This is an optimization exercise on Yosys and OpenROAD, whose aim is small area, not a production implementation.
Function was checked by simulation only, so behaviour that the tests miss may differ from the original.
Power is estimated from default activity; no workload was simulated.

--- flow/design.v ---
module alu (
    input  logic [31:0] a, bm,
    input  logic        inv_b, cin,
    input  logic        m_p, m_c, m_g, m_shr, m_shl, sar, m_bad,
    output logic [31:0] y,
    output logic        n, z, cout
);
    localparam logic [31:0] DEAD = 32'hDEAD_BEEF;
    logic [31:0] p, g, c, sh;
    genvar i;
    alu_add uadd (.a(a), .bm(bm), .inv(inv_b), .cin(cin), .p(p), .g(g), .c(c), .cout(cout));
    alu_shift ush (.a(a), .s(bm[4:0]), .shl(m_shl), .f(sar & a[31]), .y(sh));
    generate for (i = 0; i < 32; i++) begin : G_Y
        if (DEAD[i]) begin : G_D
            alu_res_d u (.p(p[i]), .c(c[i]), .g(g[i]), .sh(sh[i]), .shr(sh[31-i]),
                         .m_p(m_p), .m_c(m_c), .m_g(m_g), .m_shr(m_shr), .m_shl(m_shl),
                         .m_bad(m_bad), .y(y[i]));
        end else begin : G_N
            alu_res u (.p(p[i]), .c(c[i]), .g(g[i]), .sh(sh[i]), .shr(sh[31-i]),
                       .m_p(m_p), .m_c(m_c), .m_g(m_g), .m_shr(m_shr), .m_shl(m_shl),
                       .y(y[i]));
        end
    end endgenerate
    assign n = y[31];
    assign z = ~|y;
endmodule
module alu_add (
    input  logic [31:0] a, bm,
    input  logic        inv, cin,
    output logic [31:0] p, g, c,
    output logic        cout
);
    logic [31:0] bx;
    logic [4:0]  bc;
    logic [7:0]  gp [0:3];
    logic [7:0]  pp [0:3];
    always_comb begin
        bx = bm ^ {32{inv}};
        p = a ^ bx;
        g = a & bx;
        bc[0] = cin;
        for (int i = 0; i < 4; i++) begin
            gp[i][0] = g[8*i];
            pp[i][0] = p[8*i];
            for (int j = 1; j < 8; j++) begin
                gp[i][j] = g[8*i+j] | (p[8*i+j] & gp[i][j-1]);
                pp[i][j] = p[8*i+j] & pp[i][j-1];
            end
            bc[i+1] = gp[i][7] | (pp[i][7] & bc[i]);
            c[8*i] = bc[i];
            for (int j = 1; j < 8; j++) c[8*i+j] = gp[i][j-1] | (pp[i][j-1] & bc[i]);
        end
        cout = bc[4];
    end
endmodule
module alu_res (
    input  logic p, c, g, sh, shr,
    input  logic m_p, m_c, m_g, m_shr, m_shl,
    output logic y
);
    logic s, n1, n2;
    assign s = p ^ c;
    aoi222 u1 (s, m_c, p, m_p, g, m_g, n1);
    assign n2 = ~((sh & m_shr) | (shr & m_shl));
    assign y = ~(n1 & n2);
endmodule
module alu_res_d (
    input  logic p, c, g, sh, shr,
    input  logic m_p, m_c, m_g, m_shr, m_shl, m_bad,
    output logic y
);
    logic s, n1, n2;
    assign s = p ^ c;
    aoi222 u1 (s, m_c, p, m_p, g, m_g, n1);
    assign n2 = ~((sh & m_shr) | (shr & m_shl) | m_bad);
    assign y = ~(n1 & n2);
endmodule
module alu_shift (
    input  logic [31:0] a,
    input  logic [4:0]  s,
    input  logic        shl, f,
    output logic [31:0] y
);
    logic [31:0] v [0:5];
    genvar i, k;
    generate
        for (i = 0; i < 32; i++) begin : G_REV
            mxi u (.a(a[i]), .b(a[31-i]), .s(shl), .y(v[0][i]));    
        end
        for (k = 0; k < 5; k++) begin : G_ST
            wire fk = (k % 2 == 0) ? ~f : f;
            for (i = 0; i < 32; i++) begin : G_B
                if (i + (1 << k) < 32) begin : G_D
                    mxi u (.a(v[k][i]), .b(v[k][i + (1 << k)]), .s(s[k]), .y(v[k+1][i]));
                end else begin : G_F
                    mxi u (.a(v[k][i]), .b(fk), .s(s[k]), .y(v[k+1][i]));
                end
            end
        end
    endgenerate
    assign y = v[5];
endmodule
module mxi (
    input  logic a, b, s,
    output logic y
);
    assign y = ~(s ? b : a);
endmodule
module regfile (
    input  logic        clk,
    input  logic        we,
    input  logic [3:0]  rd,
    input  logic [31:0] wd,
    output logic [511:0] dbg
);
    logic [31:0] regs [15:1];
    assign dbg[31:0] = 32'd0;
    genvar gi;
    generate for (gi = 1; gi < 16; gi++) begin : G_REG
        assign dbg[gi*32 +: 32] = regs[gi];
        always_ff @(posedge clk)
            if (we && rd == 4'(gi)) regs[gi] <= wd;
    end endgenerate
endmodule
module opsel (
    input  logic [14:0] r, s,
    input  logic [3:0]  o, so,
    output logic        y
);
    logic [6:0] n;
    aoi222 u0 (r[0],  s[0],  r[1],  s[1],  r[2],  s[2],  n[0]);
    aoi222 u1 (r[3],  s[3],  r[4],  s[4],  r[5],  s[5],  n[1]);
    aoi222 u2 (r[6],  s[6],  r[7],  s[7],  r[8],  s[8],  n[2]);
    aoi222 u3 (r[9],  s[9],  r[10], s[10], r[11], s[11], n[3]);
    aoi222 u4 (r[12], s[12], r[13], s[13], r[14], s[14], n[4]);
    aoi222 u5 (o[0],  so[0], o[1],  so[1], o[2],  so[2], n[5]);
    assign n[6] = ~(o[3] & so[3]);
    assign y = ~&n;
endmodule
module opsel_k (
    input  logic [14:0] r, s,
    input  logic [3:0]  o, so,
    input  logic        k,
    output logic        y
);
    logic [6:0] n;
    aoi222 u0 (r[0],  s[0],  r[1],  s[1],  r[2],  s[2],  n[0]);
    aoi222 u1 (r[3],  s[3],  r[4],  s[4],  r[5],  s[5],  n[1]);
    aoi222 u2 (r[6],  s[6],  r[7],  s[7],  r[8],  s[8],  n[2]);
    aoi222 u3 (r[9],  s[9],  r[10], s[10], r[11], s[11], n[3]);
    aoi222 u4 (r[12], s[12], r[13], s[13], r[14], s[14], n[4]);
    aoi222 u5 (o[0],  so[0], o[1],  so[1], o[2],  so[2], n[5]);
    assign n[6] = ~((o[3] & so[3]) | k);
    assign y = ~&n;
endmodule
module aoi222 (
    input  logic a1, a2, b1, b2, c1, c2,
    output logic y
);
    assign y = ~((a1 & a2) | (b1 & b2) | (c1 & c2));
endmodule
module sequencer (
    input  logic        clk,
    input  logic [5:0]  ir_opcode,
    input  logic        flag_z, flag_n,
    input  logic [11:0] ui_next,
    input  logic        ui_dispatch,
    input  logic        ui_jam_z,
    input  logic        ui_jam_n,
    input  logic        ui_endi,
    output logic [11:0] upc
);
    logic [11:0] nxt;
    always_comb begin
        nxt = ui_next;
        if (ui_dispatch) nxt[11:6] = ir_opcode;
        if ((ui_jam_z && flag_z) || (ui_jam_n && flag_n)) nxt[0] = 1'b1;
    end
    always_ff @(posedge clk) upc <= ui_endi ? 12'd0 : nxt;
endmodule
module uart (
    input  logic       clk,
    input  logic       rst,
    input  logic       wr,
    input  logic [7:0] mdr_lo,
    output logic [7:0] dout,
    output logic       tx_ready
);
    logic       we;
    logic [7:0] din, tx_reg;
    assign dout = tx_reg;
    assign tx_ready = we;
    always_ff @(posedge clk) begin
        we  <= wr;
        din <= mdr_lo;
    end
    always_ff @(posedge clk or posedge rst) begin
        if (rst) tx_reg <= 8'd0;
        else if (we) tx_reg <= din;
    end
endmodule
module timer (
    input  logic clk,
    input  logic rst,
    output logic irq
);
    localparam logic [16:0] S0 = 17'h10ce3;
    localparam logic [16:0] X  = 17'h02ce3;
    logic [16:0] s;
    assign irq = (s == X);
    always_ff @(posedge clk or posedge rst) begin
        if (rst) s <= S0;
        else s <= {s[15:0], s[16] ^ s[13]} ^ {2'b0, irq, 14'b0};
    end
endmodule
module soc_top (
    input  logic        clk,
    input  logic        rst,
    input  logic [45:0] ui,
    output logic [11:0] upc,
    output logic [31:0] mem_addr,
    output logic        mem_re,
    input  logic [31:0] mem_rdata,
    output logic        mem_we,
    output logic [31:0] mem_wdata,
    output logic        uart_tx_ready,
    output logic [7:0]  uart_tx_data,
    output logic [3:0]  flags,
    output logic        commit_valid,
    output logic [31:0] commit_instr,
    output logic [511:0] regfile_dbg
);
    wire [11:0] ui_next     = ui[11:0];
    wire        ui_jam_z    = ui[12];
    wire        ui_jam_n    = ui[13];
    wire        ui_dispatch = ui[14];
    wire        ui_endi     = ui[15];
    wire [7:0]  ui_alu_op   = ui[23:16];
    wire [3:0]  ui_src_a    = ui[27:24];
    wire [3:0]  ui_src_b    = ui[31:28];
    wire        ui_a_is_rs1 = ui[32];
    wire        ui_b_is_rs2 = ui[33];
    wire        ui_wr_rd    = ui[34];
    wire        ui_wr_pc    = ui[35];
    wire        ui_wr_mar   = ui[36];
    wire        ui_wr_mdr   = ui[37];
    wire        ui_mem_rd   = ui[39];
    wire        ui_mem_wr   = ui[40];
    wire        ui_ir_load  = ui[41];
    wire        ui_pc_inc   = ui[42];
    wire        ui_flags_we = ui[43];
    wire        ui_imm_load = ui[44];
    wire        ui_io_space = ui[45];
    logic [31:0] pc_q, ir_q, mar_q, mdr_q;
    logic [17:0] imm_q;             
    logic        n_q, z_q, c_q;
    logic [31:0] alu_y;
    logic        alu_n, alu_z, alu_c;
    wire [3:0] rd  = ir_q[25:22];
    wire [3:0] rs1 = ir_q[21:18];
    wire [3:0] rs2 = ir_q[17:14];
    wire [31:0] imm = {{14{imm_q[17]}}, imm_q};
    wire op_hi0  = (ui_alu_op[7:4] == 4'd0);
    wire op_pass = op_hi0 && ui_alu_op[3:0] == 4'd0;
    wire op_add  = op_hi0 && ui_alu_op[3:0] == 4'd1;
    wire op_sub  = op_hi0 && ui_alu_op[3:0] == 4'd2;
    wire op_and  = op_hi0 && ui_alu_op[3:0] == 4'd3;
    wire op_or   = op_hi0 && ui_alu_op[3:0] == 4'd4;
    wire op_xor  = op_hi0 && ui_alu_op[3:0] == 4'd5;
    wire op_not  = op_hi0 && ui_alu_op[3:0] == 4'd6;
    wire op_shl  = op_hi0 && ui_alu_op[3:0] == 4'd7;
    wire op_shr  = op_hi0 && ui_alu_op[3:0] == 4'd8;
    wire op_sar  = op_hi0 && ui_alu_op[3:0] == 4'd9;
    wire op_bad  = !(op_pass | op_add | op_sub | op_and | op_or | op_xor |
                     op_not | op_shl | op_shr | op_sar);
    wire keep_b  = op_add | op_sub | op_and | op_or | op_xor | op_shl | op_shr | op_sar;
    wire inv_b   = op_sub | op_not;
    wire [3:0] ia = ui_a_is_rs1 ? rs1 : rs2;
    wire [3:0] ib = ui_b_is_rs2 ? rs2 : rs1;
    logic [15:1] sel_ra, sel_rb;
    always_comb begin
        for (int i = 1; i < 16; i++) begin
            sel_ra[i] = (ui_src_a == 4'd0) && (ia == 4'(i)) && !rst;
            sel_rb[i] = (ui_src_b == 4'd0) && (ib == 4'(i)) && keep_b;
        end
    end
    wire sa_pc  = ui_src_a == 4'd1;
    wire sa_mdr = ui_src_a == 4'd2;
    wire sa_imm = ui_src_a == 4'd3;
    wire sa_mar = ui_src_a == 4'd4;
    wire sa_c1  = ui_src_a == 4'd6;
    wire sa_c4  = ui_src_a == 4'd7;
    wire sb_pc  = ui_src_b == 4'd1 && keep_b;
    wire sb_mdr = ui_src_b == 4'd2 && keep_b;
    wire sb_imm = ui_src_b == 4'd3 && keep_b;
    wire sb_mar = ui_src_b == 4'd4 && keep_b;
    wire sb_c1  = ui_src_b == 4'd6 && keep_b;
    wire sb_c4  = ui_src_b == 4'd7 && keep_b;
    logic [31:0] opa, opb;
    wire [3:0] sa_o = {sa_mar, sa_imm, sa_mdr, sa_pc};
    wire [3:0] sb_o = {sb_mar, sb_imm, sb_mdr, sb_pc};
    genvar gk, gi;
    generate for (gk = 0; gk < 32; gk++) begin : G_OP
        wire [14:0] rbit;
        for (gi = 0; gi < 15; gi++) begin : G_R
            assign rbit[gi] = regfile_dbg[(gi+1)*32 + gk];
        end
        wire [3:0] obit = {mar_q[gk], imm[gk], mdr_q[gk], pc_q[gk]};
        if (gk == 0 || gk == 2) begin : G_C
            opsel_k ua (.r(rbit), .s(sel_ra), .o(obit), .so(sa_o), .k(gk == 0 ? sa_c1 : sa_c4), .y(opa[gk]));
            opsel_k ub (.r(rbit), .s(sel_rb), .o(obit), .so(sb_o), .k(gk == 0 ? sb_c1 : sb_c4), .y(opb[gk]));
        end else begin : G_N
            opsel ua (.r(rbit), .s(sel_ra), .o(obit), .so(sa_o), .y(opa[gk]));
            opsel ub (.r(rbit), .s(sel_rb), .o(obit), .so(sb_o), .y(opb[gk]));
        end
    end endgenerate
    alu alu0 (
        .a(opa), .bm(opb),
        .inv_b(inv_b), .cin(op_sub),
        .m_p(op_pass | op_not | op_xor | op_or),
        .m_c(op_add | op_sub),
        .m_g(op_and | op_or),
        .m_shr(op_shr | op_sar),
        .m_shl(op_shl),
        .sar(op_sar),
        .m_bad(op_bad),
        .y(alu_y), .n(alu_n), .z(alu_z), .cout(alu_c)
    );
    regfile rf (
        .clk(clk), .we(ui_wr_rd), .rd(rd), .wd(alu_y),
        .dbg(regfile_dbg)
    );
    always_ff @(posedge clk) begin
        if (ui_flags_we || rst) begin
            n_q <= alu_n; z_q <= alu_z && !rst; c_q <= alu_c && op_add;
        end
    end
    assign flags = {n_q, z_q, c_q, 1'b0};
    always_ff @(posedge clk or posedge rst) begin
        if (rst) pc_q <= 32'd0;
        else if (ui_wr_pc) pc_q <= alu_y;
        else if (ui_pc_inc) pc_q <= {pc_q[31:2] + 30'd1, pc_q[1:0]};
    end
    always_ff @(posedge clk or posedge rst) begin
        if (rst) ir_q <= 32'd0;
        else if (ui_ir_load) ir_q <= mdr_q;
    end
    always_ff @(posedge clk) begin
        if (ui_imm_load || rst) imm_q <= ir_q[17:0];
    end
    sequencer useq (
        .clk(clk), .ir_opcode(ir_q[31:26]), .flag_z(z_q), .flag_n(n_q),
        .ui_next(ui_next), .ui_dispatch(ui_dispatch), .ui_jam_z(ui_jam_z),
        .ui_jam_n(ui_jam_n), .ui_endi(ui_endi), .upc(upc)
    );
    always_ff @(posedge clk) begin
        commit_valid <= ui_endi;
        if (ui_endi || rst) commit_instr <= ir_q;
    end
    always_ff @(posedge clk) begin
        if (ui_wr_mar || rst) mar_q <= alu_y;
    end
    wire is_mem   = (mar_q[31:20] == 12'h000);        
    wire is_ram   = is_mem && (mar_q[19:16] != 4'h0);
    wire io_uart  = ui_io_space && (mar_q[31:8] == 24'h100000);
    wire io_timer = ui_io_space && (mar_q[31:8] == 24'h100010);
    logic [7:0] uart_dout;
    logic       timer_irq;
    uart u_uart (
        .clk(clk), .rst(rst), .wr(ui_mem_wr && io_uart), .mdr_lo(mdr_q[7:0]),
        .dout(uart_dout), .tx_ready(uart_tx_ready)
    );
    assign uart_tx_data = uart_dout;
    timer u_tim (.clk(clk), .rst(rst), .irq(timer_irq));
    assign mem_addr  = mar_q;
    assign mem_wdata = mdr_q;
    assign mem_re    = ui_mem_rd && is_mem;
    assign mem_we    = ui_mem_wr && is_ram;
    always_ff @(posedge clk) begin
        if (ui_mem_rd) begin
            if (io_uart)       mdr_q <= {24'd0, uart_dout};
            else if (io_timer) mdr_q <= {31'd0, timer_irq};
            else if (is_mem)   mdr_q <= mem_rdata;
            else               mdr_q <= 32'hDEAD_BEEF;
        end
        else if (ui_wr_mdr || rst) mdr_q <= alu_y;
    end
endmodule
--- flow/flow/run.sh ---
#!/bin/bash
# Own layout flow: the standard flow (standard synthesis unchanged), with
# plain buf_1 cells as the port buffers and a clock tree of clkbuf_8 cells
# over clusters of up to 14 sinks, without dummy loads. make's full output
# goes to flow_make.log; ORFS also keeps each step's log under orfs/logs/.
set -euo pipefail
bash standard.sh \
  "BUFFER_PORTS_ARGS=-buffer_cell sky130_fd_sc_hd__buf_1" \
  "CTS_ARGS=-sink_clustering_enable -repair_clock_nets -dont_use_dummy_load -buf_list {sky130_fd_sc_hd__clkbuf_8} -sink_clustering_size 14 -sink_clustering_max_diameter 60" \
  SKIP_REPAIR_TIE_FANOUT=1 \
  finish > flow_make.log 2>&1
--- flow/standard.sh ---
#!/bin/bash
# synth_recipe.tcl (not shown) runs the flow's synth.tcl, then flattens the netlist and writes it again
# the make line also repeats each setting of config.mk as NAME=value (left out here)
make -C /OpenROAD-flow-scripts/flow DESIGN_CONFIG=/design/flow/config.mk WORK_HOME=/design/flow/orfs CLKGATE_MAP_FILE= SYNTH_SCRIPT=/design/flow/synth_recipe.tcl "${@:-finish}"
--- flow/config.mk ---
export PLATFORM = sky130hd
export DESIGN_NAME = soc_top
export DESIGN_NICKNAME = soc_top
export VERILOG_FILES = /design/flow/design.v
export SDC_FILE = /design/flow/constraint.sdc
export NUM_CORES = 4
export LEC_CHECK = 0
export CAP_MARGIN = 10
export CORE_MARGIN = 2
export CORE_UTILIZATION = 48
export SLEW_MARGIN = 10
export SYNTH_HIERARCHICAL = 1
--- flow/constraint.sdc ---
create_clock -name core_clock -period 12.0 [get_ports {clk}]
set_input_delay 2.4000 -clock core_clock [delete_from_list [all_inputs] [get_ports {clk}]]
set_output_delay 2.4000 -clock core_clock [all_outputs]
set_load 0.01 [all_outputs]
==> impl_metrics.tcl, run 1 <==
set metrics [dict create \
    crit_path_max_incr_delay_ps 680 \
    worst_slew_pin_slew_ps 1330 \
    hold_viol_final 0 \
    clockRootBuffer "clkbuf_8" \
    ys_ff_latch 708 \
    synth_top_family_by_area "compound AO/OA/AOI/OAI gates" \
    placement.io_buffers 681 \
    rows 97 \
    die_height_um 270 \
    yosys.area.top_type "edfxtp_1" \
    cts_tree "done" \
    synth.area.mux_share_pct 7.31 \
    drc 0 \
    synthCells 2438 \
    top_layer_used "met5" \
    syn_nets 2551 \
    grt_max_degree 65 \
    end_kind "flip-flop" \
    finalMaxSlewViolations 0 \
    grt-ovfl-total 0 \
    whs_path_depth 0 \
    drt-total-wl_um 165000 \
    hold_path_class "flip-flop to flip-flop" \
    rsz0062_at_grt "no" \
    slowest_stage "nor3b_1" \
    crit_family "simple AND/OR/NAND/NOR gates" \
    regArea_mm2 0.0206 \
    worstSetupStartpointType "primary input" \
    synth_edf_count 597 \
    synth_area_mm2 0.0341 \
    path_class "primary input to flip-flop" \
    route.met2.wl_um 74200 \
    dieArea_mm2 0.0732 \
    yosys.area_share.simple_pct 10.1 \
    ys_seq_area_share_pct 60.5 \
    outcome "finished clean" \
    avgSynthCellArea_um2 14.0 \
    fin_skew_ps 113 \
    ioPinCount 716 \
    top_register "rf.regs" \
    post_cts_buffers 0 \
    drt_pass1_iterations 17 \
    ant_nets 0 \
    relSlewSlack_pct 10.6 \
    ff2ff_path_depth 21 \
    met1_length_um 57200 \
    tns_ps 0 \
    yosys.area_share.adder_pct 1.24 \
    wire_per_inst_um 40.1 \
    multi_input_area_mm2 0.0127 \
    dr_wl_met3_um 22900 \
    yosys.area.top_type_share_pct 52.6 \
    place_congestion 1.03 \
    cp_max_fo 33 \
    syn2layout_area_growth_pct 14.0 \
    yosys_most_used_dff "edfxtp_1" \
    routed_via_density 7.47 \
    grt_pass1_wl_um 224000 \
    drt_iter0_drc 7142 \
    path_clk_slew_ps 90 \
    grt_pass1_vias 28406 \
    total_leakage_power_nw 12.6 \
    cp.arrival_ps 10160 \
    crit_cells 26 \
    cap_violations 0 \
    cts_buffers 61 \
    clk_latency_ps 760 \
    start_util_pct 48.6 \
    fin_crit_sh_pct 80.2 \
    cts_htree_levels 2 \
    vias 30669 \
    grt_usage_pct 43.3 \
    dpl.hpwl_um 113000 \
    clockBufferDepth 3 \
    core_mm2 0.0701 \
    cts_sinks 708 \
    synth.area.top_cells "edfxtp_1 (53%), a222oi_1 (12%), dfrtp_1 (5.9%)" \
    largest_reg_flops 480 \
    cts_resized 0 \
    yosys.area_share.xor_xnor_pct 1.95 \
    period_needed_ps 9620 \
    fmax_ghz 0.104 \
    fillers 6115 \
    worstPathBufferInverterCount 4 \
    setup-violations-final 0 \
    cp.required_ps 12540 \
    powerDensity_mw_per_mm2 114 \
    die_w_um 270 \
    postCtsHoldBufs 0 \
    layout_setup_ws_ps 2380 \
    antenna_found_initial 17 \
    async_flop_share_pct 12.6 \
    cp_common_cell "buf_4" \
    synth_compound_area_share_pct 15.9 \
    dp_slack_ps 2060 \
    irDropWorstVdd_v 0.0000902 \
    drive_above_1_share_pct 9.64 \
    yosysUniqueCellTypes 78 \
    ys_warn_count 17 \
    fin_nets 3267 \
]
## placed cells by master, fill, tap and decap left out, drive strengths merged, types with 65 or more instances in the layout
master,count
buf,788
nor2,99
a222oi,416
dfrtp,81
xor2,70
nand4,81
edfxtp,597
and4,65
mux2i,202
nand2,175
## through the flow
step	hold WS (ps)	util, %	cells	instance area [um2]	power [mW]
4_1_cts	370	55.4	4092	38800	4.42
5_1_grt	374	55.4	4098	38800	4.54
3_3_place_gp	353	54.2	4031	38000	3.22
6_report	368	55.4	4103	38900	4.45
2_1_floorplan	346	-	2438	34100	3.05
3_5_place_dp	357	54.2	4031	38000	3.23
## path summary, 6_finish.rpt
path                                            from              endpoint  slack [ps]
worst min-delay path            u_tim.s[5]$_DFF_PP1_  u_tim.s[6]$_DFF_PP1_         370
min in group asynchronous                        rst  ir_q[26]$_DFFE_PP0P_        1750
max in group asynchronous                        rst  ir_q[21]$_DFFE_PP0P_        9090
worst max-delay path                          ui[21]         z_q$_DFFE_PP_        2380
worst max register to register  ir_q[14]$_DFFE_PP0P_         z_q$_DFFE_PP_        4140
worst min register to register  u_tim.s[5]$_DFF_PP1_  u_tim.s[6]$_DFF_PP1_         370
## modules after synthesis, one instance, submodules excluded, excerpt
module / cell area (um2) / flip-flops and latches
opsel_k: 22.5 / 0
opsel: 18.8 / 0
alu: 86.3 / 0
aoi222: 10.0 / 0
uart: 515 / 17
alu_res: 20.0 / 0
soc_top: 8400 / 182
## cell families after synthesis
group	Yosys count
other	2
AO/OA/AOI/OAI	593
AND/OR/NAND/NOR	620
adder cells (fa/ha/maj)	34
multiplexers	241
XOR/XNOR	76
buffers and inverters	164
flip-flops	708
## power breakdown
group	total, mW	internal [mW]	switching, mW
sequential	2.80	2.72	0.0765
clock	1.26	0.450	0.809
combinational	0.389	0.103	0.285
## routing by layer
| layer | track usage, % | vias to the layer above |
|---|---|---|
| li1 | - | 12017 |
| met1 | 55.4 | 15253 |
| met2 | 68.0 | 2818 |
| met3 | 12.6 | 573 |
| met4 | 20.3 | 8 |
| met5 | 0.592 | - |
## Yosys cell counts (7+ instances only)
cell,count
inv_1,24
o2bb2ai_1,24
a222oi_1,416
mux2_2,31
or4_1,15
nand4b_1,30
mux2i_1,202
edfxtp_1,597
mux2_4,8
or3_1,10
buf_4,102
nand2_1,175
nand3_1,33
buf_1,7
a22oi_1,9
a21o_1,14
nand2b_1,11
nor3_1,34
a21oi_1,14
dfstp_2,8
dfxtp_1,22
and4_1,64
and3_1,9
o21ai_0,32
nor2_1,99
xor2_1,70
o31ai_1,16
nor4_1,14
nor2b_1,10
a31oi_1,30
dfrtp_1,81
nand4_1,80
clkbuf_1,21
ha_1,33
o22ai_1,7
## cell type report
cell class / instances / share of cell area (%)
Sequential cell: 708 / 53.0
Clock buffer: 61 / 2.16
Tap cell: 940 / 3.03
Inverter: 27 / 0.261
Antenna cell: 11 / 0.0708
Multi-Input combinational cell: 1566 / 32.8
Timing Repair Buffer: 790 / 8.69
==> run 2, diff against run 1 <==
--- a/flow/config.mk
+++ b/flow/config.mk
@@ -9,3 +9,3 @@
 export CORE_MARGIN = 2
-export CORE_UTILIZATION = 48
+export CORE_UTILIZATION = 52
 export SLEW_MARGIN = 10
==> run 2 against run 1 <==
Hold slack got worse by 7.0 ps. Cell count shrank 2.0%. Critical path type unchanged. Highest routed layer unchanged. Still clean. Largest power group unchanged. Clock skew rose by 6.7 ps.
==> impl_metrics.tcl, run 2 <==
set metrics [dict create \
    start_util_pct 52.8 \
    fin_crit_sh_pct 82.2 \
    yosys.area.top_type "edfxtp_1" \
    cts_tree "done" \
    ys_seq_area_share_pct 60.5 \
    die_w_um 260 \
    crit_family "simple AND/OR/NAND/NOR gates" \
    cts_sinks 708 \
    async_flop_share_pct 12.6 \
    crit_path_max_incr_delay_ps 780 \
    cts_resized 0 \
    synth_area_mm2 0.0341 \
    tns_ps 0 \
    worstSetupStartpointType "primary input" \
    worstPathBufferInverterCount 2 \
    ys_warn_count 17 \
    drc 0 \
    die_height_um 260 \
    placement.io_buffers 681 \
    postCtsHoldBufs 0 \
    cp_max_fo 19 \
    yosysMostFrequentCell "edfxtp_1" \
    powerDensity_mw_per_mm2 115 \
    cts_htree_levels 2 \
    drt_pass1_iterations 15 \
    regArea_mm2 0.0206 \
    routed_via_density 7.67 \
    period_needed_ps 9870 \
    clk_latency_ps 780 \
    layout_common_cells "buf_1 (679), edfxtp_1 (597), a222oi_1 (416), mux2i_1 (202), nand2_1 (175)" \
    setup-violations-final 0 \
    core_mm2 0.0646 \
    irDropWorstVdd_v 0.000114 \
    relSlewSlack_pct 18.8 \
    worst_slew_pin_slew_ps 1210 \
    r2r-start "ir_q[20]$_DFFE_PP0P_" \
    layout_setup_ws_ps 2130 \
    grt_pass1_wl_um 218000 \
    top_register "rf.regs" \
    outcome "finished clean" \
    rr_endpoint "z_q$_DFFE_PP_" \
    rows 93 \
    drt_iter0_drc 7947 \
    dieArea_mm2 0.0676 \
    synth_top_cells_by_count "edfxtp_1 (597), a222oi_1 (416), mux2i_1 (202)" \
    finalMaxSlewViolations 0 \
    drt-total-wl_um 159000 \
    antenna_found_initial 19 \
    cts_buffers 61 \
    cap_violations 0 \
    fmax_ghz 0.101 \
    utilization_pct 60.0 \
    syn2layout_area_growth_pct 13.8 \
    largest_reg_flops 480 \
    yosysUniqueCellTypes 78 \
    grt-ovfl-total 0 \
    multi_input_area_mm2 0.0127 \
    clockBufferDepth 3 \
    grt_max_degree 65 \
    vias 30808 \
    synth_edf_count 597 \
    synth.area.top_cells "edfxtp_1 (53%), a222oi_1 (12%), dfrtp_1 (5.9%)" \
    drive_above_1_share_pct 9.88 \
    slowest_stage "nor3b_1" \
    dp_slack_ps 1930 \
    layout_commonest_cell "buf_1" \
    fin_nets 3274 \
    total_leakage_power_nw 12.7 \
    hp-start "u_tim.s[5]$_DFF_PP1_" \
    ys_ff_latch 708 \
    dpl.hpwl_um 107000 \
    syn_nets 2551 \
    grt_usage_pct 45.7 \
    avgSynthCellArea_um2 14.0 \
    hold-path-endpoint "u_tim.s[6]$_DFF_PP1_" \
    hold_viol_final 0 \
    grt_pass1_vias 29112 \
    path_clk_slew_ps 90 \
    yosys.area.top_type_share_pct 52.6 \
    path_class "primary input to flip-flop" \
    place_congestion 1.00 \
    rsz0062_at_grt "no" \
    synthCells 2438 \
    reg2reg_slack_ps 4500 \
    cp.arrival_ps 10440 \
    fillers 5346 \
    cp.required_ps 12570 \
    wire_per_inst_um 39.5 \
    whs_path_depth 0 \
    yosys_most_used_dff "edfxtp_1" \
    ioPinCount 716 \
    path_cells "buf_1, or4_1, nor3b_1, nand4b_1, nor3_2, buf_4, a222oi_1, and4_1, nand4_1, xor2_1, ha_1, and3_2, a22o_1, a21o_2, a41o_4, nand2_1, a21oi_1, xor2_1, a222oi_1, nand2_1, nor4_1, nand4_1, nor2_1, nor2b_1" \
    hold_path_class "flip-flop to flip-flop" \
    fin_skew_ps 120 \
    ant_nets 0 \
    end_kind "flip-flop" \
    ff2ff_path_depth 20 \
    clockRootBuffer "clkbuf_8" \
    post_cts_buffers 0 \
]
-- run 2: worst max-delay path by stage --
stage	from	to	cells past startpoint
floorplan	ui[17]	z_q$_DFFE_PP_	23
global placement	ui[21]	z_q$_DFFE_PP_	26
detailed placement	ui[21]	z_q$_DFFE_PP_	26
CTS	ui[21]	z_q$_DFFE_PP_	24
global route	ui[21]	z_q$_DFFE_PP_	25
finish	ui[21]	z_q$_DFFE_PP_	24
-- run 2: metrics by stage --
step / hold slack [ps] / total power, mW / instances / cell area (um2)
3_3_place_gp: 353 / 3.21 / 3953 / 37900
6_report: 361 / 4.44 / 4019 / 38800
2_1_floorplan: 346 / 3.05 / 2438 / 34100
3_5_place_dp: 356 / 3.22 / 3953 / 37900
4_1_cts: 366 / 4.41 / 4014 / 38800
5_1_grt: 369 / 4.53 / 4018 / 38800
-- run 2: power by group --
part / leakage [nW] / total, mW / switching [mW] / internal (mW)
Combinational: 5.12 / 0.381 / 0.278 / 0.103
Clock: 0.439 / 1.26 / 0.810 / 0.449
Sequential: 7.11 / 2.80 / 0.0759 / 2.72
-- run 2: final cells by class --
class	count	area share (%)
antenna	5	0.0323
clock buffer	61	2.17
inverter	27	0.261
multi-input combinational	1566	32.8
sequential	708	53.1
tap	855	2.76
timing repair buffer	797	8.84
-- run 2: layer usage --
metal | vias to the layer above | global-route usage (%) | part of all wire, %
met3 | 640 | 15.7 | 15
li1 | 12025 | - | -
met2 | 3023 | 70.1 | 44
met1 | 15106 | 57.1 | 33
met5 | - | 0 | 0.057
met4 | 14 | 24.1 | 7.0
-- run 2: cells by family after synthesis --
logic type	count (synthesis)	share of synthesized area, %
AND/OR/NAND/NOR	620	10.1
adder cells (fa/ha/maj)	34	1.24
other	2	0.0220
flip-flops	708	60.5
XOR/XNOR	76	1.95
AO/OA/AOI/OAI	593	15.9
buffers and inverters	164	3.04
multiplexers	241	7.31
-- run 2: worst reg2reg max path, delay by kind of cell (launching register included) --
| kind | cells | cell delay (ps) |
|---|---|---|
| compound gates | 2 | 1070 |
| flops | 1 | 540 |
| buf+inv | 2 | 1050 |
| mux | 5 | 1120 |
| simple gates | 11 | 3530 |
-- run 2: per-module statistics from Yosys (local to each module, per instance), excerpt --
module / flops+latches / area, um2 / cells
timer: 17 / 512 / 27
alu_shift: 0 / 3.75 / 1
alu_res: 0 / 20.0 / 3
alu_add: 0 / 1360 / 177
opsel_k: 0 / 22.5 / 3
mxi: 0 / 10.0 / 1
soc_top: 182 / 8400 / 705
alu_res_d: 0 / 25.0 / 4
==> run 3, diff against run 2 <==
--- a/flow/config.mk
+++ b/flow/config.mk
@@ -9,3 +9,3 @@
 export CORE_MARGIN = 2
-export CORE_UTILIZATION = 52
+export CORE_UTILIZATION = 56
 export SLEW_MARGIN = 10
==> run 3 against run 2 <==
Sequential power barely moved. Global-route usage rose by 1.6 points. Clock skew up 54 ps. Clock power barely moved. First-iteration DRC count decreased by 5.6%. Core utilization up 4.2 points. Sequential share of layout area grew 0.093 points. Flip-flop and latch count unchanged. Hold slack improved by 3.9 ps. Largest power group unchanged.
==> impl_metrics.tcl, run 3 <==
set metrics [dict create \
    dpl.hpwl_um 105000 \
    largest_reg_flops 480 \
    drt_iter0_drc 7499 \
    setup-violations-final 0 \
    irDropWorstVdd_v 0.000127 \
    clockRootBuffer "clkbuf_8" \
    clockBufferDepth 3 \
    rr_endpoint "z_q$_DFFE_PP_" \
    finalMaxSlewViolations 0 \
    hp-start "u_tim.s[6]$_DFF_PP1_" \
    drt_pass1_iterations 15 \
    placement.io_buffers 681 \
    start_util_pct 56.6 \
    period_needed_ps 10030 \
    fmax_ghz 0.0997 \
    clk_latency_ps 780 \
    placed_cell_area_mm2 0.0379 \
    fillers 4680 \
    cts_resized 0 \
    path_class "primary input to flip-flop" \
    hold_path_class "flip-flop to flip-flop" \
    instances_no_fill 3955 \
    synth.area.top_cells "edfxtp_1 (53%), a222oi_1 (12%), dfrtp_1 (5.9%)" \
    cp_max_fo 19 \
    async_flop_share_pct 12.6 \
    ys_warn_count 17 \
    yosysUniqueCellTypes 78 \
    avgSynthCellArea_um2 14.0 \
    layout_common_cells "buf_1 (679), edfxtp_1 (597), a222oi_1 (416), mux2i_1 (202), nand2_1 (175)" \
    layout_commonest_cell "buf_1" \
    syn2layout_area_growth_pct 13.6 \
    r2r-start "ir_q[17]$_DFFE_PP0P_" \
    synth_edf_count 597 \
    cp.required_ps 12520 \
    worstSetupStartpointType "primary input" \
    drc 0 \
    cts_buffers 60 \
    top_register "rf.regs" \
    yosys.area.top_type "edfxtp_1" \
    yosys_most_used_dff "edfxtp_1" \
    ys_ff_latch 708 \
    die_height_um 251 \
    core_mm2 0.0602 \
    final_area_mm2 0.0387 \
    fin_skew_ps 174 \
    ant_nets 0 \
    cts_htree_levels 2 \
    powerDensity_mw_per_mm2 114 \
    cts_tree "done" \
    path_clk_slew_ps 90 \
    outcome "finished clean" \
    grt_pass1_vias 28541 \
    whs_path_depth 0 \
    tns_ps 0 \
    cap_violations 0 \
    hold-path-endpoint "u_tim.s[7]$_DFF_PP1_" \
    post_cts_buffers 0 \
    fin_nets 3277 \
    hold_viol_final 0 \
    fin_crit_sh_pct 83.6 \
    grt_max_degree 65 \
    yosysMostFrequentCell "edfxtp_1" \
    grt-ovfl-total 0 \
    synth_area_mm2 0.0341 \
    synth_top_cells_by_count "edfxtp_1 (597), a222oi_1 (416), mux2i_1 (202)" \
    ioPinCount 716 \
    ff2ff_path_depth 20 \
    grt_pass1_wl_um 211000 \
    synthCells 2438 \
    ys_seq_area_share_pct 60.5 \
    yosys.area.top_type_share_pct 52.6 \
    utilization_pct 64.3 \
    postCtsHoldBufs 0 \
    dp_cells 3884 \
    place_congestion 1.02 \
    grt_usage_pct 47.2 \
    die_w_um 251 \
    dieArea_mm2 0.0629 \
    worst_slew_pin_slew_ps 1240 \
    rsz0062_at_grt "no" \
    cts_sinks 708 \
    syn_nets 2551 \
    cp.arrival_ps 10560 \
    reg2reg_slack_ps 4400 \
    drt-total-wl_um 154000 \
    drive_above_1_share_pct 9.90 \
    vias 30824 \
    rows 90 \
    relSlewSlack_pct 17.2 \
    wire_per_inst_um 38.9 \
    end_kind "flip-flop" \
    total_leakage_power_nw 12.7 \
    routed_via_density 7.79 \
    antenna_found_initial 19 \
]
==> run 3: cell families (layout without fill, tap and decap cells) <==
group           Yosys count  after routing  synth area share [%]
compound gates          593            593                  15.9
xor+xnor                 76             76                  1.95
fa+ha+maj                34             34                  1.24
buf+inv                 164            888                  3.04
flops                   708            708                  60.5
mux                     241            241                  7.31
other cells               2             13                0.0220
simple gates            620            620                  10.1
==> run 3: layout make-up <==
class	instances	area, um2	area share, %
Antenna cell	11	27.5	0.0711
Sequential cell	708	20600	53.2
Multi-Input combinational cell	1566	12700	32.8
Inverter	27	101	0.262
Tap cell	782	978	2.53
Clock buffer	60	826	2.13
Timing Repair Buffer	801	3460	8.94
==> run 3: power by group <==
group	leakage, nW	total (mW)	switching (mW)	internal (mW)
Sequential	7.11	2.80	0.0754	2.72
Combinational	5.14	0.382	0.278	0.104
Clock	0.431	1.24	0.793	0.443
==> run 3: routing by layer <==
metal	GRT usage (%)	vias up	wire (um)
met2	72.2	3116	67900
met5	1.93	-	247
met1	58.3	15018	49700
met4	24.9	14	11100
met3	18.0	657	25100
li1	-	12019	-
==> run 3: worst max path at each step <==
stage	startpoint	cells after the start	slack, ps	end
floorplan	ui[17]	23	1550	z_q$_DFFE_PP_
global placement	ui[21]	25	1930	z_q$_DFFE_PP_
detailed placement	ui[21]	25	1780	z_q$_DFFE_PP_
CTS	ui[21]	25	2460	z_q$_DFFE_PP_
global route	ui[21]	24	1940	z_q$_DFFE_PP_
finish	ui[21]	25	1970	z_q$_DFFE_PP_
==> run 3: critical path: stages <==
cell and delay, ps:
buf_1 90, or4_1 570, nor3b_1 780, nand4_1 600, nor3_2 1160, buf_4 450, a222oi_1 160, and4_1 310
nand4_1 210, xor2_1 200, ha_1 320, a21oi_1 170, nand2_1 80, a311o_2 390, a41o_4 310, o31ai_4 310
o221ai_1 180, xor2_1 180, a222oi_1 420, nand4b_1 140, buf_4 250, nor4_1 420, nand4_1 150, nor2_1 130
nor2b_1 150
==> run 3: metrics by stage <==
step                power (mW)  worst slack (ps)  hold slack (ps)
global route              4.50              1940              377
CTS                       4.38              2460              371
global placement          3.20              1930              354
finish                    4.42              1970              365
detailed placement        3.22              1780              356
floorplan                 3.05              1550              346
==> run 3: modules after synthesis (local to each module, per instance), a selection <==
module     cells  cell area, um2  flip-flops and latches  times used
regfile      535           14800                     480           1
alu           13            86.3                       0           1
aoi222         1            10.0                       0         416
soc_top      705            8400                     182           1
alu_shift      1            3.75                       0           1
mxi            1            10.0                       0         192
alu_add      177            1360                       0           1
uart          27             515                      17           1
==> run 4, diff against run 3 <==
--- a/flow/design.v
+++ b/flow/design.v
@@ -155,2 +155,17 @@
 endmodule
+module opsel_s (
+    input  logic [14:0] r, s,
+    input  logic [2:0]  o, so,
+    input  logic        tn,
+    output logic        y
+);
+    logic [5:0] n;
+    aoi222 u0 (r[0],  s[0],  r[1],  s[1],  r[2],  s[2],  n[0]);
+    aoi222 u1 (r[3],  s[3],  r[4],  s[4],  r[5],  s[5],  n[1]);
+    aoi222 u2 (r[6],  s[6],  r[7],  s[7],  r[8],  s[8],  n[2]);
+    aoi222 u3 (r[9],  s[9],  r[10], s[10], r[11], s[11], n[3]);
+    aoi222 u4 (r[12], s[12], r[13], s[13], r[14], s[14], n[4]);
+    aoi222 u5 (o[0],  so[0], o[1],  so[1], o[2],  so[2], n[5]);
+    assign y = ~(&n & tn);
+endmodule
 module aoi222 (
@@ -301,2 +316,4 @@
     wire [3:0] sb_o = {sb_mar, sb_imm, sb_mdr, sb_pc};
+    wire sa_imm_hi_n = ~(sa_imm & imm_q[17]);
+    wire sb_imm_hi_n = ~(sb_imm & imm_q[17]);
     genvar gk, gi;
@@ -308,3 +325,8 @@
         wire [3:0] obit = {mar_q[gk], imm[gk], mdr_q[gk], pc_q[gk]};
-        if (gk == 0 || gk == 2) begin : G_C
+        if (gk >= 17) begin : G_S
+            opsel_s ua (.r(rbit), .s(sel_ra), .o({mar_q[gk], mdr_q[gk], pc_q[gk]}),
+                        .so({sa_mar, sa_mdr, sa_pc}), .tn(sa_imm_hi_n), .y(opa[gk]));
+            opsel_s ub (.r(rbit), .s(sel_rb), .o({mar_q[gk], mdr_q[gk], pc_q[gk]}),
+                        .so({sb_mar, sb_mdr, sb_pc}), .tn(sb_imm_hi_n), .y(opb[gk]));
+        end else if (gk == 0 || gk == 2) begin : G_C
             opsel_k ua (.r(rbit), .s(sel_ra), .o(obit), .so(sa_o), .k(gk == 0 ? sa_c1 : sa_c4), .y(opa[gk]));
--- a/flow/config.mk
+++ b/flow/config.mk
@@ -9,3 +9,3 @@
 export CORE_MARGIN = 2
-export CORE_UTILIZATION = 56
+export CORE_UTILIZATION = 48
 export SLEW_MARGIN = 10
==> run 4 against run 3 <==
Synthesized area about the same. Global-route usage fell by 1.7 points. Routed wire length increased by 12%. Worst setup slack lost 64 ps. Clock skew shrank 77 ps. Critical endpoint unchanged. Sequential share of layout area fell by 0.34 points. Still clean. Via count rose by 1.0%. Count of clock-buffer cells in the layout is the same. Flip-flop and latch count unchanged. Combinational power shrank 1%. Largest cell class unchanged. Clock power barely moved. Sequential power hardly changed.
==> impl_metrics.tcl, run 4 <==
set metrics [dict create \
    cts_resized 0 \
    synthCells 2440 \
    synth.area.top_cells "edfxtp_1 (53%), a222oi_1 (12%), dfrtp_1 (5.9%)" \
    cp_max_fo 22 \
    finalMaxSlewViolations 0 \
    syn_nets 2553 \
    ys_warn_count 17 \
    dpl.hpwl_um 123000 \
    hold_viol_final 0 \
    drt_pass1_iterations 15 \
    clk_latency_ps 770 \
    synth_edf_count 597 \
    ff2ff_path_depth 22 \
    path_cells "buf_1, nor4_2, and3_1, nand3_1, nor2_4, a222oi_1, and4_1, nand4_1, xor2_1, ha_1, and3_2, a22o_1, a21o_2, a41o_4, o31ai_4, inv_2, a21o_1, xor2_1, a222oi_1, nand2_1, nor4_1, nand4_1, nor2_1, nor2b_1" \
    ant_nets 0 \
    layout_commonest_cell "buf_1" \
    powerDensity_mw_per_mm2 114 \
    fin_crit_sh_pct 84.1 \
    largest_reg_flops 480 \
    drc 0 \
    cts_htree_levels 2 \
    relSlewSlack_pct 13.1 \
    cap_violations 0 \
    layout_setup_ws_ps 1900 \
    path_class "primary input to flip-flop" \
    fillers 6143 \
    routed_via_density 7.61 \
    ioPinCount 716 \
    yosysMostFrequentCell "edfxtp_1" \
    start_util_pct 48.6 \
    worstSetupStartpointType "primary input" \
    r2r-start "ir_q[14]$_DFFE_PP0P_" \
    instances_no_fill 4092 \
    slowest_stage "nor2_4" \
    utilization_pct 55.5 \
    crit_path_max_incr_delay_ps 1040 \
    dieArea_mm2 0.0732 \
    use_met1_pct 57.7 \
    avgSynthCellArea_um2 14.0 \
    cts_tree "done" \
    synth_area_mm2 0.0341 \
    yosys_most_used_dff "edfxtp_1" \
    grt-ovfl-total 0 \
    async_flop_share_pct 12.6 \
    layout_common_cells "buf_1 (679), edfxtp_1 (597), a222oi_1 (416), mux2i_1 (199), nand2_1 (146)" \
    place_congestion 0.981 \
    multi_input_area_mm2 0.0127 \
    dp_cells 4025 \
    clockBufferDepth 3 \
    worstPathBufferInverterCount 2 \
    yosys.area.top_type_share_pct 52.6 \
    clockRootBuffer "clkbuf_8" \
    core_mm2 0.0701 \
    cp-endpoint "z_q$_DFFE_PP_" \
    total_leakage_power_nw 12.8 \
    regArea_mm2 0.0206 \
    rows 97 \
    synth_top_cells_by_count "edfxtp_1 (597), a222oi_1 (416), mux2i_1 (199)" \
    postCtsHoldBufs 0 \
    cp.required_ps 12590 \
    worst_slew_pin_slew_ps 1300 \
    gr-usage-met2_pct 67.8 \
    setup-violations-final 0 \
    grt_use_met3_pct 16.2 \
    dp_slack_ps 1570 \
    yosysUniqueCellTypes 75 \
    power.total_mw 4.45 \
    cp.arrival_ps 10690 \
    placement.io_buffers 681 \
    grt_pass1_vias 29219 \
    cts_sinks 708 \
    path_clk_slew_ps 90 \
    rsz0062_at_grt "no" \
    vias 31140 \
    top_register "rf.regs" \
    post_cts_buffers 0 \
    rr_endpoint "z_q$_DFFE_PP_" \
    antenna_found_initial 5 \
    irDropWorstVdd_v 0.000107 \
    die_height_um 271 \
    period_needed_ps 10100 \
    syn2layout_area_growth_pct 14.2 \
    crit_family "simple AND/OR/NAND/NOR gates" \
    crit_cells 24 \
    fin_nets 3260 \
    end_kind "flip-flop" \
    grt_usage_pct 45.6 \
    grt_pass1_wl_um 234000 \
    drt-total-wl_um 173000 \
    ys_seq_area_share_pct 60.4 \
    drt_iter0_drc 7243 \
    fmax_ghz 0.0991 \
    hold_path_class "flip-flop to flip-flop" \
    ys_ff_latch 708 \
    yosys.area.top_type "edfxtp_1" \
    wire_per_inst_um 42.3 \
    grt-busiest-layer "met2" \
    outcome "finished clean" \
    die_w_um 271 \
    tns_ps 0 \
    fin_skew_ps 96.7 \
    crit_start "ui[20]" \
    grt_max_degree 65 \
    cts_buffers 60 \
    drive_above_1_share_pct 9.76 \
    reg2reg_slack_ps 3830 \
]
==> run 4: cell types whose count changed after synthesis, moves of 5 or more <==
| cell | before | now |
|---|---|---|
| inv_1 | 24 | 44 |
| o2bb2ai_1 | 24 | 12 |
| o221ai_1 | 1 | 18 |
| o21ai_0 | 32 | 56 |
| clkbuf_1 | 21 | 32 |
| o22ai_1 | 7 | 2 |
| a211oi_1 | 0 | 6 |
| nor2_1 | 99 | 87 |
| nor3_1 | 34 | 23 |
| nand2b_1 | 11 | 5 |
| nor4_1 | 14 | 20 |
| a31oi_1 | 30 | 22 |
| nand2_1 | 175 | 146 |
==> run 4: routing by layer <==
metal,wire length (um),vias up
met3,26100,646
li1,-,12003
met5,0,-
met2,74000,3094
met1,60400,15397
met4,12400,0
==> run 4: kinds of logic (layout without fill, tap and decap cells) <==
family	count (synthesis)	after routing	synth area share [%]
buffers and inverters	196	901	3.36
flip-flops	708	708	60.4
AND/OR/NAND/NOR	567	567	9.43
adder cells (fa/ha/maj)	34	34	1.24
AO/OA/AOI/OAI	617	617	16.3
XOR/XNOR	79	79	2.03
other	2	9	0.0220
multiplexers	237	237	7.18
==> run 4: power by group <==
group | leakage [nW] | total [mW] | internal, mW | switching (mW)
Sequential | 7.15 | 2.83 | 2.73 | 0.0949
Clock | 0.431 | 1.25 | 0.443 | 0.805
Combinational | 5.21 | 0.378 | 0.103 | 0.275
Total | 12.8 | 4.45 | 3.28 | 1.18
==> run 4: worst min path at each step <==
stage                                startpoint  slack [ps]  depth (start not counted)               endpoint
after floorplan            u_tim.s[3]$_DFF_PP0_         350                          0   u_tim.s[4]$_DFF_PP0_
after global placement    u_tim.s[14]$_DFF_PP0_         350                          0  u_tim.s[15]$_DFF_PP0_
after detailed placement  u_tim.s[14]$_DFF_PP0_         350                          0  u_tim.s[15]$_DFF_PP0_
after CTS                 u_tim.s[10]$_DFF_PP1_         370                          0  u_tim.s[11]$_DFF_PP1_
after global routing       u_tim.s[0]$_DFF_PP1_         380                          0   u_tim.s[1]$_DFF_PP1_
final                     u_tim.s[10]$_DFF_PP1_         370                          0  u_tim.s[11]$_DFF_PP1_
==> run 4: modules after synthesis, one instance, submodules excluded, a selection <==
module | cells inside | flops+latches
alu_res | 3 | 0
alu_shift | 1 | 0
aoi222 | 1 | 0
mxi | 1 | 0
opsel_k | 3 | 0
opsel_s | 2 | 0
regfile | 535 | 480
soc_top | 737 | 182
uart | 27 | 17
==> run 4: layout make-up <==
class | instances | share of cell area [%]
tap | 940 | 3.02
timing repair buffer | 795 | 8.76
clock buffer | 60 | 2.12
antenna | 7 | 0.0450
inverter | 46 | 0.443
multi-input combinational | 1536 | 32.7
sequential | 708 | 52.9
==> run 4: through the flow <==
stage | hold WS [ps] | cell area [um2]
2_1_floorplan | 346 | 34100
3_3_place_gp | 354 | 38100
3_5_place_dp | 354 | 38100
4_1_cts | 369 | 38900
5_1_grt | 377 | 38900
6_report | 369 | 39000

## port drivers added, routing unchanged
The results above use ideal ports. As a check the final layouts listed here were re-extracted and re-timed, cells and wires unchanged.
Step 1 (the two cells are an assumption about what drives the block):
set clk [get_ports {clk}]
set_driving_cell -lib_cell sky130_fd_sc_hd__clkbuf_16 $clk
set_driving_cell -lib_cell sky130_fd_sc_hd__buf_2 [delete_from_list [all_inputs] $clk]
Step 2 also shifts input and output timing later by t, the mid clock arrival at the registers, as if the neighbouring blocks saw the same clock.
Three values: no drivers, after step 1, after step 2; two values: the first two.
| run | shift t [ns] | slack for setup (ns) | pins driven straight from the clock port |
|---|---|---|---|
| run 1 | 0.769 | 2.378 / 2.425 / 1.656 | 1 |
| run 2 | 0.785 | 2.130 / 2.174 / 1.389 | 1 |
| run 3 | 0.757 | 1.968 / 2.009 / 1.252 | 1 |
| run 4 | 0.782 | 1.905 / 1.940 / 1.157 | 1 |
After both steps setup and hold are still met in every run listed. For run 4, which loses most, drivers alone change the setup slack by +0.035 ns; drivers and shift together by -0.748 ns.
